Background: an optimization exercise with open tools, aiming at small area, a short achievable clock period and few clock cycles per item. Do not read the settings as production practice. RTL that was checked went through simulation tests only; none was proved equivalent to the original.

== v6 ==
==> flow/design.v (excerpt) <==
module Reconstructor(
    input enable,
    input CLK,
    input reset,
    input [7:0]height,
    input [7:0]width,
    input Vector_sig,
    input [7:0]mv_x,
    input [7:0]addr_x,
    input [7:0]mv_y,
    input [7:0]addr_y,
    output Nxt_block_sig,
    input [1:0]data_type,
    output [15:0]Tindex,
    input [5:0]pdi,
    output [15:0]index,
    output we,
    output [8:0]datax_out,
    output [8:0]datay_out,
    output [5:0]pdo
    );
Size in the first run: ~600 cells after synthesis, about 55 flip-flops, roughly 120 I/O pins.
==> module Reconstructor, before the edit <==
module Reconstructor(
    input enable,
    input CLK,
    input reset,
    input [7:0]height,
    input [7:0]width,
    input Vector_sig,
    input [7:0]mv_x,
    input [7:0]addr_x,
    input [7:0]mv_y,
    input [7:0]addr_y,
    output Nxt_block_sig,
    input [1:0]data_type,
    output [15:0]Tindex,
    input [5:0]pdi,
    output [15:0]index,
    output we,
    output [8:0]datax_out,
    output [8:0]datay_out,
    output [5:0]pdo
    );
localparam IDLE = 3'd0, WAIT = 3'd1, S1 = 3'd2, RD = 3'd3, TL = 3'd4, WR = 3'd5;
reg [2:0] state;
reg [15:0] N;             
reg [1:0] kN;             
reg [1:0] kP;             
reg pv;                   
reg tv;                   
reg [3:0] f;              
reg [1:0] btype;
reg [1:0] rx, ry;
reg ser;                  
always @(posedge CLK) begin
  rx <= mv_x[1:0];
  ry <= mv_y[1:0];
  ser <= (width == 8'd0) | (width == 8'd1) | (width == 8'd255);
end
wire hasx = |rx, hasy = |ry;
function [4:0] oa;
  input [1:0] k;
  input [1:0] rx, ry;
  reg [2:0] cx, cy;
  begin
    cx = k[0] ? {1'b0, rx} : (rx == 2'd0 ? 3'd4 : {1'b0, 2'd0 - rx});
    cy = k[1] ? {1'b0, ry} : (ry == 2'd0 ? 3'd4 : {1'b0, 2'd0 - ry});
    oa = cx * cy;
  end
endfunction
wire [1:0] kQ = (state == RD) ? kP : kN;
wire [4:0] pQ = oa(kQ, rx, ry) + {btype, 2'b00};
wire s_rd = (state == RD), s_tl = (state == TL), s_wr = (state == WR);
wire gt = {1'b0, pQ} > pdi;
function [2:0] nextk;             
  input [1:0] k;
  input hx, hy;
  begin
    nextk[2] = (~k[0] & hx) | (~k[1] & hy);
    nextk[1:0] = (~k[0] & hx) ? {k[1], 1'b1} : 2'b10;
  end
endfunction
function [1:0] first;
  input [3:0] fl;
  first = fl[0] ? 2'd0 : fl[1] ? 2'd1 : fl[2] ? 2'd2 : 2'd3;
endfunction
function [2:0] target;
  input [2:0] st;
  input [1:0] k;
  input [3:0] fl;
  input sr, hx, hy;
  reg [2:0] n;
  begin
    n = nextk(k, hx, hy);
    target = {1'b0, k};
    case (st)
      S1: target = 3'd0;
      RD: if (n[2] & ~sr) target = {1'b0, n[1:0]};
      TL: if (|fl) target = {1'b0, first(fl)};
          else if (sr & n[2]) target = {1'b0, n[1:0]};
          else target = 3'b100;
      WR: if (|fl) target = {1'b0, first(fl)}; else target = 3'b100;
      default: target = 3'b100;
    endcase
  end
endfunction
wire [2:0] nk = nextk(kN, hasx, hasy);
wire nv = nk[2];
wire [3:0] fr = s_wr ? f & ~(4'b0001 << kN) : f;    
wire fany = |fr;
reg [2:0] ns;
always @(*)
  case (state)
    IDLE: ns = enable ? WAIT : IDLE;
    WAIT: ns = Vector_sig ? S1 : WAIT;
    S1:   ns = RD;
    RD:   ns = (~nv | ser) ? TL : RD;
    TL:   ns = fany ? WR : (ser & nv) ? RD : (~gt & Vector_sig) ? S1 : WAIT;
    WR:   ns = fany ? WR : WAIT;
    default: ns = IDLE;
  endcase
reg [3:0] fn;
always @(*) begin
  fn = f;
  case (state)
    S1: fn = 4'd0;
    RD: if (pv) fn[kP] = gt;
    WR: fn = fr;
    default: ;
  endcase
end
reg [1:0] tgt;
reg tmode;
wire [3:0] fnr = (ns == WR) ? fn & ~(4'b0001 << tgt) : fn;
wire [2:0] tn = target(ns, tgt, fnr, ser, hasx, hasy);
reg [7:0] ryc, rxc;
always @(posedge CLK) begin
  tgt <= tn[1:0];
  tmode <= tn[2];
  ryc <= addr_y + mv_y[7:2] + {7'd0, tn[1]};
  rxc <= addr_x + mv_x[7:2] + {7'd0, tn[0]};
end
wire [7:0] op = tmode ? addr_y : ryc;
wire [7:0] ax = tmode ? addr_x : rxc;
wire [15:0] W16 = {8'd0, width};
wire [15:0] M = {8'hFF, ~(width & {8{~op[0]}})}
              + (op[1] ? W16 << 1 : 16'd0) + (op[2] ? W16 << 2 : 16'd0)
              + (op[3] ? W16 << 3 : 16'd0) + (op[4] ? W16 << 4 : 16'd0)
              + (op[5] ? W16 << 5 : 16'd0) + (op[6] ? W16 << 6 : 16'd0)
              + (op[7] ? W16 << 7 : 16'd0) + {8'd0, ax};
wire tl_done = s_tl & ~fany & ~(ser & nv);    
assign Nxt_block_sig = (state == WAIT) | (tl_done & ~gt);
assign Tindex = N;
assign index = N;
assign we = (s_tl & gt) | s_wr;
assign pdo = {1'b0, pQ};
assign datax_out = {1'b0, mv_x};
assign datay_out = {1'b0, mv_y};
always @(posedge CLK or posedge reset)
  if (reset)
    state <= IDLE;
  else
    state <= ns;
always @(posedge CLK) begin
  N <= M;
  kN <= tgt;
  f <= fn;
  case (state)
    S1: begin pv <= 1'b0; tv <= 1'b0; end
    RD: begin
      kP <= kN; pv <= 1'b1;
      if (~tv) btype <= data_type;
      tv <= 1'b1;
    end
    TL: pv <= 1'b0;
    default: ;
  endcase
end
endmodule
export LEC_CHECK = 0
export ABC_CLOCK_PERIOD_IN_PS = 6000
export CAP_MARGIN = 20
export CORE_MARGIN = 2
export CORE_UTILIZATION = 40
export CTS_BUF_LIST = sky130_fd_sc_hd__clkbuf_8
export CTS_CLUSTER_SIZE = 30
export PLACE_DENSITY = 0.6
export SETUP_SLACK_MARGIN = 4.5
export SLEW_MARGIN = 20
create_clock -name core_clock -period 11.0 [get_ports {CLK}]
standard.sh (not shown) runs the stock make flow with config.mk's settings and CLKGATE_MAP_FILE= SYNTH_SCRIPT=/design/flow/synth_recipe.tcl, a recipe that flattens the netlist after the stock synthesis.
==> flow/flow/run.sh <==
#!/bin/bash
# Standard layout, with every port buffered by sky130_fd_sc_hd__buf_1 and a
# clock tree of clkbuf_8 without dummy loads.
set -euo pipefail
export BUFFER_PORTS_ARGS="-buffer_cell sky130_fd_sc_hd__buf_1"
export CTS_ARGS="-sink_clustering_enable -repair_clock_nets -dont_use_dummy_load -buf_list sky130_fd_sc_hd__clkbuf_8 -sink_clustering_size 30 -sink_clustering_max_diameter 150"
bash standard.sh > standard.log 2>&1
v6 | status: complete | timing, DRC, antenna: pass
#### Input delta (v7 over v6)
--- a/flow/design.v
+++ b/flow/design.v
@@ -22,5 +22,5 @@
 localparam IDLE = 3'd0, WAIT = 3'd1, S1 = 3'd2, RD = 3'd3, TL = 3'd4, WR = 3'd5;
 reg [2:0] state;
-reg [15:0] N;             
+reg [15:0] NS, NC;        
 reg [1:0] kN;             
 reg [1:0] kP;             
@@ -121,12 +121,31 @@
 wire [7:0] op = tmode ? addr_y : ryc;
 wire [7:0] ax = tmode ? addr_x : rxc;
+function [31:0] csa;               
+  input [15:0] a, b, c;
+  begin
+    csa[15:0] = a ^ b ^ c;
+    csa[31:16] = {(a[14:0] & b[14:0]) | (a[14:0] & c[14:0]) | (b[14:0] & c[14:0]), 1'b0};
+  end
+endfunction
 wire [15:0] W16 = {8'd0, width};
-wire [15:0] M = {8'hFF, ~(width & {8{~op[0]}})}
-              + (op[1] ? W16 << 1 : 16'd0) + (op[2] ? W16 << 2 : 16'd0)
-              + (op[3] ? W16 << 3 : 16'd0) + (op[4] ? W16 << 4 : 16'd0)
-              + (op[5] ? W16 << 5 : 16'd0) + (op[6] ? W16 << 6 : 16'd0)
-              + (op[7] ? W16 << 7 : 16'd0) + {8'd0, ax};
+wire [15:0] r0 = {8'hFF, ~(width & {8{~op[0]}})};
+wire [15:0] r1 = op[1] ? W16 << 1 : 16'd0;
+wire [15:0] r2 = op[2] ? W16 << 2 : 16'd0;
+wire [15:0] r3 = op[3] ? W16 << 3 : 16'd0;
+wire [15:0] r4 = op[4] ? W16 << 4 : 16'd0;
+wire [15:0] r5 = op[5] ? W16 << 5 : 16'd0;
+wire [15:0] r6 = op[6] ? W16 << 6 : 16'd0;
+wire [15:0] r7 = op[7] ? W16 << 7 : 16'd0;
+wire [15:0] r8 = {8'd0, ax};
+wire [31:0] a1 = csa(r0, r1, r2);
+wire [31:0] a2 = csa(r3, r4, r5);
+wire [31:0] a3 = csa(r6, r7, r8);
+wire [31:0] b1 = csa(a1[15:0], a1[31:16], a2[15:0]);
+wire [31:0] b2 = csa(a2[31:16], a3[15:0], a3[31:16]);
+wire [31:0] c1 = csa(b1[15:0], b1[31:16], b2[15:0]);
+wire [31:0] d1 = csa(c1[15:0], c1[31:16], b2[31:16]);
 wire tl_done = s_tl & ~fany & ~(ser & nv);    
 assign Nxt_block_sig = (state == WAIT) | (tl_done & ~gt);
+wire [15:0] N = NS + NC;
 assign Tindex = N;
 assign index = N;
@@ -141,5 +160,6 @@
     state <= ns;
 always @(posedge CLK) begin
-  N <= M;
+  NS <= d1[15:0];
+  NC <= d1[31:16];
   kN <= tgt;
   f <= fn;
- v7 against v6; area of all sequential standard cells is up by more than 10%.
- The final worst hold slack in v7 sits 0.016 ns below the value recorded for v6.
- Compared with v6, in v7 number of placed instances, taps included +7.1%, setup slack after placement climbed 0.032 ns.
- Worst setup slack down 0.18 ns in v7 wrt v6
- From v6 to v7 the numbers moved as follows: routed wire length now larger, global-route wire length before repair rose by 7.2%, filler-free cell count of the finished design went up 56, routability congestion estimate -3.6%.
- Delta(worst-skew pair later-pin latency, v7 - v6) > 0
- Delta(count of cell instances traversed by the critical path, v7 - v6) < 0
- Taking v6 as the reference, in v7 total vias in the final route up 331, overall die height up about 6%.
No functional check of the RTL was part of any run of this note.


Another version of the RTL of Reconstructor (not shown whole).
Size: roughly 700 cells after synthesis, roughly 120 I/O pins, roughly 6600 µm² of cells after synthesis.
==> module Reconstructor, before the edit <==
module Reconstructor(
    input enable,
    input CLK,
    input reset,
    input [7:0]height,
    input [7:0]width,
    input Vector_sig,
    input [7:0]mv_x,
    input [7:0]addr_x,
    input [7:0]mv_y,
    input [7:0]addr_y,
    output Nxt_block_sig,
    input [1:0]data_type,
    output [15:0]Tindex,
    input [5:0]pdi,
    output [15:0]index,
    output we,
    output [8:0]datax_out,
    output [8:0]datay_out,
    output [5:0]pdo
    );
localparam IDLE = 3'd0, WAIT = 3'd1, S1 = 3'd2, RD0 = 3'd3, CMP = 3'd4, RD = 3'd5;
reg [2:0] state;
reg [15:0] I, N;          
reg jxN, jyN, nval;       
reg [4:0] preg;           
reg [1:0] btype;
wire [1:0] rx = mv_x[1:0], ry = mv_y[1:0];
reg hasx, hasy;
always @(posedge CLK) begin
  hasx <= |rx;
  hasy <= |ry;
end
function [4:0] oa;
  input jx, jy;
  input [1:0] rx, ry;
  reg [2:0] cx, cy;
  begin
    cx = jx ? {1'b0, rx} : (rx == 2'd0 ? 3'd4 : {1'b0, 2'd0 - rx});
    cy = jy ? {1'b0, ry} : (ry == 2'd0 ? 3'd4 : {1'b0, 2'd0 - ry});
    oa = cx * cy;
  end
endfunction
wire s_cmp = (state == CMP);
wire wr = s_cmp & ({1'b0, preg} > pdi);
wire last = ~nval;
wire bx = (state == RD0) ? 1'b0 : jxN;
wire by = (state == RD0) ? 1'b0 : jyN;
wire nx_v  = (~bx & hasx) | (~by & hasy);
wire nx_x  = ~bx & hasx;
wire nx_y  = (~bx & hasx) ? by : 1'b1;
wire tgt_x = (state == S1) ? 1'b0 : nx_x;
wire tgt_y = (state == S1) ? 1'b0 : nx_y;
wire tmode = (state == IDLE) | (state == WAIT) | (s_cmp & last);
reg [7:0] ry0, rx0;
always @(posedge CLK) begin
  ry0 <= addr_y + mv_y[7:2];
  rx0 <= addr_x + mv_x[7:2];
end
wire [7:0] op = tmode ? addr_y : ry0 + {7'd0, tgt_y};
wire [7:0] ax = tmode ? addr_x : rx0 + {7'd0, tgt_x};
wire [15:0] r0 = {8'hFF, ~(width & {8{~op[0]}})};
wire [14:0] pr = op[7:1] * width;
wire [15:0] M = r0 + {pr, 1'b0} + {8'd0, ax};
assign Nxt_block_sig = (state == WAIT) | (s_cmp & last & ~wr);
assign Tindex = I;
assign index = (s_cmp & ~wr) ? N : I;
assign we = wr;
assign pdo = {1'b0, preg};
assign datax_out = {1'b0, mv_x};
assign datay_out = {1'b0, mv_y};
always @(posedge CLK or posedge reset)
  if (reset)
    state <= IDLE;
  else
    case (state)
      IDLE: if (enable) state <= WAIT;
      WAIT: if (Vector_sig) state <= S1;
      S1:   state <= RD0;
      RD0:  state <= CMP;
      CMP:  if (last) state <= (~wr & Vector_sig) ? S1 : WAIT;
            else if (wr) state <= RD;
      RD:   state <= CMP;
      default: state <= IDLE;
    endcase
always @(posedge CLK) begin
  case (state)
    IDLE, WAIT, S1: I <= M;
    RD0: begin
      N <= M; nval <= nx_v; jxN <= nx_x; jyN <= nx_y;
      btype <= data_type;
      preg <= oa(1'b0, 1'b0, rx, ry) + {data_type, 2'b00};
    end
    CMP: if (last) I <= M;
         else begin
           I <= N;
           preg <= oa(jxN, jyN, rx, ry) + {btype, 2'b00};
           N <= M; nval <= nx_v; jxN <= nx_x; jyN <= nx_y;
         end
    default: ;
  endcase
end
endmodule
clock: 11.0 ns
lec_check: 0
abc_clock_period_in_ps: 6000
cap_margin: 20
core_margin: 2
core_utilization: 40
cts_buf_list: sky130_fd_sc_hd__clkbuf_8
cts_cluster_size: 30
place_density: 0.6
setup_slack_margin: 4.5
slew_margin: 20
run.sh (not shown) runs the stock make flow with config.mk's settings and CLKGATE_MAP_FILE= SYNTH_SCRIPT=/design/flow/synth_recipe.tcl, a recipe that flattens the netlist after the stock synthesis.
Stock flow here: none of the scripts above is used.
Change:
--- a/flow/design.v
+++ b/flow/design.v
@@ -59,9 +59,7 @@
 end
 wire [7:0] op = tmode ? addr_y : ry0 + {7'd0, tgt_y};
 wire [7:0] ax = tmode ? addr_x : rx0 + {7'd0, tgt_x};
-wire [15:0] r0 = {8'hFF, ~(width & {8{~op[0]}})};
-wire [14:0] pr = op[7:1] * width;
-wire [15:0] M = r0 + {pr, 1'b0} + {8'd0, ax};
+wire [15:0] M = op * width + {8'd0, ax} + {8'hFF, ~width};
 assign Nxt_block_sig = (state == WAIT) | (s_cmp & last & ~wr);
 assign Tindex = I;
 assign index = (s_cmp & ~wr) ? N : I;
After rerunning: Synthesized area rose by 5.3%. Clock-buffer cell count rose by 1. Worst setup slack improves by 910 ps. Die area grows by 5.2%. Maximum frequency went up by 14%. Hold slack is worse by 11 ps. Synthesized cell count went up by 5.6%. Sequential share of layout area fell by 0.78 points. Wire length is higher by 12%.
Testbench counts after the change, summed over its fixed seeds: cycles 37,029, vectors 5,350.
Function not checked in the first run of this note: the RTL went through the layout flow alone.


Another version of the RTL of Reconstructor (not shown whole).
Size: about 45 flip-flops, roughly 6100 µm² of cells after synthesis.
==> module Reconstructor, before the edit <==
module Reconstructor(
    input enable,
    input CLK,
    input reset,
    input [7:0]height,
    input [7:0]width,
    input Vector_sig,
    input [7:0]mv_x,
    input [7:0]addr_x,
    input [7:0]mv_y,
    input [7:0]addr_y,
    output Nxt_block_sig,
    input [1:0]data_type,
    output [15:0]Tindex,
    input [5:0]pdi,
    output [15:0]index,
    output we,
    output [8:0]datax_out,
    output [8:0]datay_out,
    output [5:0]pdo
    );
localparam IDLE = 3'd0, WAIT = 3'd1, S1 = 3'd2, RD0 = 3'd3, CMP = 3'd4, RD = 3'd5;
reg [2:0] state;
reg [15:0] I, N;          
reg jxN, jyN, nval;       
reg [4:0] preg;           
reg [1:0] btype;
wire [1:0] rx = mv_x[1:0], ry = mv_y[1:0];
wire hasx = |rx, hasy = |ry;
function [4:0] oa;
  input jx, jy;
  input [1:0] rx, ry;
  reg [2:0] cx, cy;
  begin
    cx = jx ? {1'b0, rx} : (rx == 2'd0 ? 3'd4 : {1'b0, 2'd0 - rx});
    cy = jy ? {1'b0, ry} : (ry == 2'd0 ? 3'd4 : {1'b0, 2'd0 - ry});
    oa = cx * cy;
  end
endfunction
wire s_cmp = (state == CMP);
wire wr = s_cmp & ({1'b0, preg} > pdi);
wire last = ~nval;
wire bx = (state == RD0) ? 1'b0 : jxN;
wire by = (state == RD0) ? 1'b0 : jyN;
wire nx_v  = (~bx & hasx) | (~by & hasy);
wire nx_x  = ~bx & hasx;
wire nx_y  = (~bx & hasx) ? by : 1'b1;
wire tgt_x = (state == S1) ? 1'b0 : nx_x;
wire tgt_y = (state == S1) ? 1'b0 : nx_y;
wire tmode = (state == IDLE) | (state == WAIT) | (s_cmp & last);
wire [7:0] op = tmode ? addr_y : addr_y + mv_y[7:2] + {7'd0, tgt_y};
wire [7:0] ax = tmode ? addr_x : addr_x + mv_x[7:2] + {7'd0, tgt_x};
wire [15:0] M = op * width + {8'd0, ax} + {8'hFF, ~width};
assign Nxt_block_sig = (state == WAIT) | (s_cmp & last & ~wr);
assign Tindex = I;
assign index = (s_cmp & ~wr) ? N : I;
assign we = wr;
assign pdo = {1'b0, preg};
assign datax_out = {1'b0, mv_x};
assign datay_out = {1'b0, mv_y};
always @(posedge CLK or posedge reset)
  if (reset)
    state <= IDLE;
  else
    case (state)
      IDLE: if (enable) state <= WAIT;
      WAIT: if (Vector_sig) state <= S1;
      S1:   state <= RD0;
      RD0:  state <= CMP;
      CMP:  if (last) state <= (~wr & Vector_sig) ? S1 : WAIT;
            else if (wr) state <= RD;
      RD:   state <= CMP;
      default: state <= IDLE;
    endcase
always @(posedge CLK) begin
  case (state)
    IDLE, WAIT, S1: I <= M;
    RD0: begin
      N <= M; nval <= nx_v; jxN <= nx_x; jyN <= nx_y;
      btype <= data_type;
      preg <= oa(1'b0, 1'b0, rx, ry) + {data_type, 2'b00};
    end
    CMP: if (last) I <= M;
         else begin
           I <= N;
           preg <= oa(jxN, jyN, rx, ry) + {btype, 2'b00};
           N <= M; nval <= nx_v; jxN <= nx_x; jyN <= nx_y;
         end
    default: ;
  endcase
end
endmodule
make LEC_CHECK=0 CAP_MARGIN=20 CORE_MARGIN=2 CORE_UTILIZATION=40 PLACE_DENSITY=0.6 SLEW_MARGIN=20 finish   # period 11.0 ns
==> next run, changes <==
--- a/flow/design.v
+++ b/flow/design.v
@@ -24,11 +24,15 @@
 reg [15:0] I, N;          
 reg jxN, jyN, nval;       
 reg [4:0] preg;           
 reg [1:0] btype;
 wire [1:0] rx = mv_x[1:0], ry = mv_y[1:0];
-wire hasx = |rx, hasy = |ry;
+reg hasx, hasy;
+always @(posedge CLK) begin
+  hasx <= |rx;
+  hasy <= |ry;
+end
 function [4:0] oa;
   input jx, jy;
   input [1:0] rx, ry;
   reg [2:0] cx, cy;
   begin
@@ -46,12 +50,17 @@
 wire nx_x  = ~bx & hasx;
 wire nx_y  = (~bx & hasx) ? by : 1'b1;
 wire tgt_x = (state == S1) ? 1'b0 : nx_x;
 wire tgt_y = (state == S1) ? 1'b0 : nx_y;
 wire tmode = (state == IDLE) | (state == WAIT) | (s_cmp & last);
-wire [7:0] op = tmode ? addr_y : addr_y + mv_y[7:2] + {7'd0, tgt_y};
-wire [7:0] ax = tmode ? addr_x : addr_x + mv_x[7:2] + {7'd0, tgt_x};
+reg [7:0] ry0, rx0;
+always @(posedge CLK) begin
+  ry0 <= addr_y + mv_y[7:2];
+  rx0 <= addr_x + mv_x[7:2];
+end
+wire [7:0] op = tmode ? addr_y : ry0 + {7'd0, tgt_y};
+wire [7:0] ax = tmode ? addr_x : rx0 + {7'd0, tgt_x};
 wire [15:0] M = op * width + {8'd0, ax} + {8'hFF, ~width};
 assign Nxt_block_sig = (state == WAIT) | (s_cmp & last & ~wr);
 assign Tindex = I;
 assign index = (s_cmp & ~wr) ? N : I;
 assign we = wr;
What happened:
- area after synthesis rose by 13%
- cell area rose by 12%
- final cell count rose by 14%
- maximum frequency rose by 29%
- wire length rose by 9.4%
- worst setup slack is better by 2.2 ns
- via count rose by 13%
- non-clock buffer count fell by 2
- clock-buffer cell count rose by 8
Testbench counts after the change, summed over its fixed seeds: cycles 37,029, vectors 5,350.
Function not checked in the first run of this note: the RTL went through the layout flow alone.

re-timing with driven ports:
In the flow no input, the clock included, has a driving cell. The finished layouts below were timed again as built, in two steps.
Step 1 sets driving cells, clkbuf_16 on the clock port and buf_2 on the other inputs (assumed; they add their load-dependent delay and slew).
Step 2 times the ports against the registers' clock, not the clock port: input delays grow and output delays shrink by t, the midpoint of the rising clock arrivals with the driver on.
Slacks: ideal / step 1 / step 2; pairs: ideal / step 1.
run | t (ns) | setup slack, ns | worst setup path at the end | worst slew at a driven data input, ns
v6 | 0.359 | 4.418 / 4.381 / 4.320 | input to register | 0.05
v7 | 0.387 | 4.241 / 4.205 / 4.592 | register to output | 0.05
the first run of note 2 | 0.387 | 3.577 / 3.576 / 3.190 | input to register | 0.05
the second run of note 2 | 0.404 | 4.487 / 4.477 / 4.073 | input to register | 0.05
the first run of note 3 | 0.318 | 1.168 / 1.179 / 0.862 | input to register | 0.04
the second run of note 3 | 0.367 | 3.367 / 3.377 / 3.010 | input to register | 0.04
After both steps setup and hold are still met in every run listed. For the second run of note 2, which loses most, drivers alone change the setup slack by -0.010 ns; drivers and shift together by -0.414 ns.
